Context: an optimization exercise on an open-source flow, tuned for small area. The choices shown serve that exercise and are no tape-out recipe.
The RTL was checked by simulation tests, not by an equivalence proof against the original design.
No activity file was given, so power comes from the tool's default toggle rates.

## ip_full_stack
module ip_full_stack#(
    parameter CACHE_ADDRW = 5,
    parameter REQ_RET_CNT = 4,
    parameter REQ_RET_INT = 5,
    parameter REQ_TIMEOUT = 5
)(
    input  logic clk,
    input  logic reset,
    input  logic [47 : 0]  local_mac,
    input  logic [31 : 0]  local_ip,
    input  logic [31 : 0]  gateway_ip,
    input  logic [31 : 0]  subnet_mask,
    input  logic           clear_cache,
    input  logic           s_eth_hdr_valid,
    input  logic [47 : 0]  s_eth_dest_mac,
    input  logic [47 : 0]  s_eth_src_mac,
    input  logic [15 : 0]  s_eth_type,    
    input  logic [7  : 0]  s_eth_axi_payload_tdata,
    input  logic           s_eth_axi_payload_tvalid,
    input  logic           s_eth_axi_payload_tlast,    
    input  logic           s_eth_axi_payload_tuser,    
    output logic           s_eth_hdr_ready,
    output logic           s_eth_axi_payload_tready,
    input  logic           m_eth_hdr_ready,
    input  logic           m_eth_axi_payload_tready,
    output logic           m_eth_hdr_valid,
    output logic [47 : 0]  m_eth_dest_mac,
    output logic [47 : 0]  m_eth_src_mac,
    output logic [15 : 0]  m_eth_type,    
    output logic [7  : 0]  m_eth_axi_payload_tdata,
    output logic           m_eth_axi_payload_tvalid,
    output logic           m_eth_axi_payload_tlast,    
    output logic           m_eth_axi_payload_tuser,    
    input  logic           s_ip_hdr_valid,
    input  logic [5  : 0]  s_ip_dscp,
    input  logic [1  : 0]  s_ip_ecn,
    input  logic [15 : 0]  s_ip_len,       
    input  logic [7  : 0]  s_ip_ttl,
    input  logic [7  : 0]  s_ip_protocol,
    input  logic [31 : 0]  s_ip_src_ip,
    input  logic [31 : 0]  s_ip_dest_ip,
  ...
Size: roughly 3400 flip-flops, ~810 I/O pins.
==> module arp_eth_tx, before the edit <==
module arp_eth_tx (
    input  logic           clk,
    input  logic           reset,
    input  logic [47 : 0]  local_mac,
    input  logic [31 : 0]  local_ip,
    input  logic           s_frame_valid,
    input  logic [47 : 0]  s_eth_dest_mac,
    input  logic           s_oper0,
    input  logic           s_oper3,
    input  logic [47 : 0]  s_arp_tha,
    input  logic [31 : 0]  s_arp_tpa,
    output logic           s_frame_ready,
    input  logic           m_eth_hdr_ready,
    input  logic           m_eth_axi_payload_tready,
    output logic           m_eth_hdr_valid,
    output logic [47 : 0]  m_eth_dest_mac,
    output logic [7  : 0]  m_eth_axi_payload_tdata,
    output logic           m_eth_axi_payload_tvalid,
    output logic           m_eth_axi_payload_tlast
);
    logic          send_r, send_n;
    logic [4 : 0]  ptr_r, ptr_n;
    logic          s_frame_ready_r;
    logic          m_eth_hdr_valid_r, m_eth_hdr_valid_n;
    logic          str_frame;
    logic [47 : 0] dest_r;
    logic          oper0_r, oper3_r;
    logic [47 : 0] tha_r;
    logic [31 : 0] tpa_r;
    logic          tready_i;
    logic [7 : 0]  tdata_i;
    logic          tvalid_i, tlast_i;
    assign s_frame_ready   = s_frame_ready_r;
    assign m_eth_hdr_valid = m_eth_hdr_valid_r;
    assign m_eth_dest_mac  = dest_r;
    logic [27 : 0] at;
    logic [7 : 0]  hdr_byte;
    always_comb begin
        for (int i = 0; i < 28; i++)
            at[i] = ptr_r == i[4:0];
        hdr_byte = ({8{at[1]}} & 8'h01) | ({8{at[2]}} & 8'h08) |
                   ({8{at[4]}} & 8'h06) | ({8{at[5]}} & 8'h04) |
                   ({8{at[7]}} & {4'h0, oper3_r, 1'b0, !oper0_r, oper0_r});
        for (int i = 0; i < 6; i++)
            hdr_byte = hdr_byte | ({8{at[8 + i]}}  & local_mac[47 - 8*i -: 8])
                                | ({8{at[18 + i]}} & tha_r[47 - 8*i -: 8]);
        for (int i = 0; i < 4; i++)
            hdr_byte = hdr_byte | ({8{at[14 + i]}} & local_ip[31 - 8*i -: 8])
                                | ({8{at[24 + i]}} & tpa_r[31 - 8*i -: 8]);
    end
    always_comb begin
        send_n    = send_r;
        ptr_n     = ptr_r;
        str_frame = 1'b0;
        m_eth_hdr_valid_n = m_eth_hdr_valid_r && !m_eth_hdr_ready;
        tdata_i  = 8'h00;
        tvalid_i = 1'b0;
        tlast_i  = 1'b0;
        if (s_frame_ready_r && s_frame_valid) begin
            str_frame         = 1'b1;
            ptr_n             = 5'd0;
            m_eth_hdr_valid_n = 1'b1;
            send_n            = 1'b1;
        end
        if (tready_i && send_r) begin
            ptr_n    = ptr_r + 5'd1;
            tvalid_i = 1'b1;
            tdata_i = hdr_byte;
            if (ptr_r == 5'd27) begin
                tlast_i = 1'b1;
                send_n  = 1'b0;
            end
        end
    end
    always @(posedge clk) begin
        send_r            <= send_n;
        ptr_r             <= ptr_n;
        s_frame_ready_r   <= !m_eth_hdr_valid_n && !send_n;
        m_eth_hdr_valid_r <= m_eth_hdr_valid_n;
        if (str_frame) begin
            dest_r  <= s_eth_dest_mac;
            oper0_r <= s_oper0;
            oper3_r <= s_oper3;
            tha_r   <= s_arp_tha;
            tpa_r   <= s_arp_tpa;
        end
        if (reset) begin
            send_r            <= 1'b0;
            ptr_r             <= 5'd0;
            s_frame_ready_r   <= 1'b0;
            m_eth_hdr_valid_r <= 1'b0;
        end
    end
    logic [7 : 0] out_tdata_r, tmp_tdata;
    logic         out_tvalid_r, tmp_tvalid_r;
    logic         out_tlast_r, tmp_tlast;
    assign m_eth_axi_payload_tdata  = out_tdata_r;
    assign m_eth_axi_payload_tvalid = out_tvalid_r;
    assign m_eth_axi_payload_tlast  = out_tlast_r;
    logic to_out, to_tmp, tmp_to_out;
    assign to_out     = tready_i && (m_eth_axi_payload_tready || !out_tvalid_r);
    assign to_tmp     = tready_i && !(m_eth_axi_payload_tready || !out_tvalid_r);
    assign tmp_to_out = !tready_i && m_eth_axi_payload_tready;
    always @(posedge clk) begin
        tready_i <= m_eth_axi_payload_tready || (!tmp_tvalid_r && !out_tvalid_r);
        if (to_out)
            out_tvalid_r <= tvalid_i;
        else if (tmp_to_out)
            out_tvalid_r <= tmp_tvalid_r;
        if (to_tmp)
            tmp_tvalid_r <= tvalid_i;
        else if (tmp_to_out)
            tmp_tvalid_r <= 1'b0;
        if (to_out) begin
            out_tdata_r <= tdata_i;
            out_tlast_r <= tlast_i;
        end else if (tmp_to_out) begin
            out_tdata_r <= tmp_tdata;
            out_tlast_r <= tmp_tlast;
        end
        if (to_tmp) begin
            tmp_tdata <= tdata_i;
            tmp_tlast <= tlast_i;
        end
        if (reset) begin
            out_tvalid_r <= 1'b0;
            tready_i     <= 1'b0;
            tmp_tvalid_r <= 1'b0;
        end
    end
endmodule
clock: 10.0 ns
lec_check: 0
cap_margin: 20
core_margin: 2
core_utilization: 40
slew_margin: 20
standard.sh (not shown) runs the stock make flow with config.mk's settings and CLKGATE_MAP_FILE= SYNTH_SCRIPT=/design/flow/synth_recipe.tcl, a recipe that flattens the netlist after the stock synthesis.
==> flow/flow/run.sh <==
#!/bin/bash
# Layout flow: the standard flow (standard.sh, unchanged synthesis, floorplan,
# power grid and routing) with two placement/CTS choices changed:
#  - the port buffers that global placement inserts on every input and output
#    are sky130_fd_sc_hd__buf_1 instead of the resizer's default choice;
#  - clock tree synthesis clusters up to 30 sinks within 60 um per leaf buffer and
#    inserts no dummy loads.
# make's full output goes to flow_make.log here; ORFS's per-step logs are under
# orfs/logs/.
set -euo pipefail
export BUFFER_PORTS_ARGS="-buffer_cell sky130_fd_sc_hd__buf_1"
export CTS_ARGS="-sink_clustering_enable -repair_clock_nets -dont_use_dummy_load -sink_clustering_size 30 -sink_clustering_max_diameter 60"
bash standard.sh finish > flow_make.log 2>&1
The first run completed without violations.
==> next run, changes <==
--- a/flow/design.v
+++ b/flow/design.v
@@ -514,23 +514,8 @@
     logic          tvalid_i, tlast_i;
     assign s_frame_ready   = s_frame_ready_r;
     assign m_eth_hdr_valid = m_eth_hdr_valid_r;
     assign m_eth_dest_mac  = dest_r;
-    logic [27 : 0] at;
-    logic [7 : 0]  hdr_byte;
-    always_comb begin
-        for (int i = 0; i < 28; i++)
-            at[i] = ptr_r == i[4:0];
-        hdr_byte = ({8{at[1]}} & 8'h01) | ({8{at[2]}} & 8'h08) |
-                   ({8{at[4]}} & 8'h06) | ({8{at[5]}} & 8'h04) |
-                   ({8{at[7]}} & {4'h0, oper3_r, 1'b0, !oper0_r, oper0_r});
-        for (int i = 0; i < 6; i++)
-            hdr_byte = hdr_byte | ({8{at[8 + i]}}  & local_mac[47 - 8*i -: 8])
-                                | ({8{at[18 + i]}} & tha_r[47 - 8*i -: 8]);
-        for (int i = 0; i < 4; i++)
-            hdr_byte = hdr_byte | ({8{at[14 + i]}} & local_ip[31 - 8*i -: 8])
-                                | ({8{at[24 + i]}} & tpa_r[31 - 8*i -: 8]);
-    end
     always_comb begin
         send_n    = send_r;
         ptr_n     = ptr_r;
         str_frame = 1'b0;
@@ -546,13 +531,43 @@
         end
         if (tready_i && send_r) begin
             ptr_n    = ptr_r + 5'd1;
             tvalid_i = 1'b1;
-            tdata_i = hdr_byte;
-            if (ptr_r == 5'd27) begin
-                tlast_i = 1'b1;
-                send_n  = 1'b0;
-            end
+            case (ptr_r)
+                5'd0:  tdata_i = 8'h00;
+                5'd1:  tdata_i = 8'h01;
+                5'd2:  tdata_i = 8'h08;
+                5'd3:  tdata_i = 8'h00;
+                5'd4:  tdata_i = 8'h06;
+                5'd5:  tdata_i = 8'h04;
+                5'd6:  tdata_i = 8'h00;
+                5'd7:  tdata_i = {4'h0, oper3_r, 1'b0, !oper0_r, oper0_r};
+                5'd8:  tdata_i = local_mac[47:40];
+                5'd9:  tdata_i = local_mac[39:32];
+                5'd10: tdata_i = local_mac[31:24];
+                5'd11: tdata_i = local_mac[23:16];
+                5'd12: tdata_i = local_mac[15:8];
+                5'd13: tdata_i = local_mac[7:0];
+                5'd14: tdata_i = local_ip[31:24];
+                5'd15: tdata_i = local_ip[23:16];
+                5'd16: tdata_i = local_ip[15:8];
+                5'd17: tdata_i = local_ip[7:0];
+                5'd18: tdata_i = tha_r[47:40];
+                5'd19: tdata_i = tha_r[39:32];
+                5'd20: tdata_i = tha_r[31:24];
+                5'd21: tdata_i = tha_r[23:16];
+                5'd22: tdata_i = tha_r[15:8];
+                5'd23: tdata_i = tha_r[7:0];
+                5'd24: tdata_i = tpa_r[31:24];
+                5'd25: tdata_i = tpa_r[23:16];
+                5'd26: tdata_i = tpa_r[15:8];
+                5'd27: begin
+                    tdata_i = tpa_r[7:0];
+                    tlast_i = 1'b1;
+                    send_n  = 1'b0;
+                end
+                default: tdata_i = 8'h00;
+            endcase
         end
     end
     always @(posedge clk) begin
         send_r            <= send_n;
Result: Core utilization hardly moves. Non-clock buffer count rises by 20. Power barely changes. Clock power goes down by about 2%. Design area barely changes. Final cell count hardly moves. Die area is about the same.

-- port drivers added, routing unchanged --
The results above use ideal ports. As a check the final layouts listed here were re-extracted and re-timed, cells and wires unchanged.
Step 1 assumes that a clkbuf_16 drives the clock port and a buf_2 every other input.
Step 2 adds t to the input delays and takes it off the output delays; t is the mean of the earliest and latest rising clock arrival at the registers after step 1. Input paths then give back, and output paths get back, about the clock's delay inside the block.
Slacks: ideal ports / drivers / drivers and shift; pairs: ideal ports / drivers.
| run | shift t [ns] | slack for setup (ns) | latest minus earliest clock arrival (ns) |
|---|---|---|---|
| the first run | 0.984 | 1.968 / 2.042 / 1.058 | 0.180 / 0.179 |
| the second run | 0.997 | 1.862 / 1.941 / 0.944 | 0.152 / 0.152 |
After both steps every run listed still meets setup and hold. The setup slack of the second run, which loses most, moves by +0.079 ns with the drivers and by -0.918 ns with both steps.
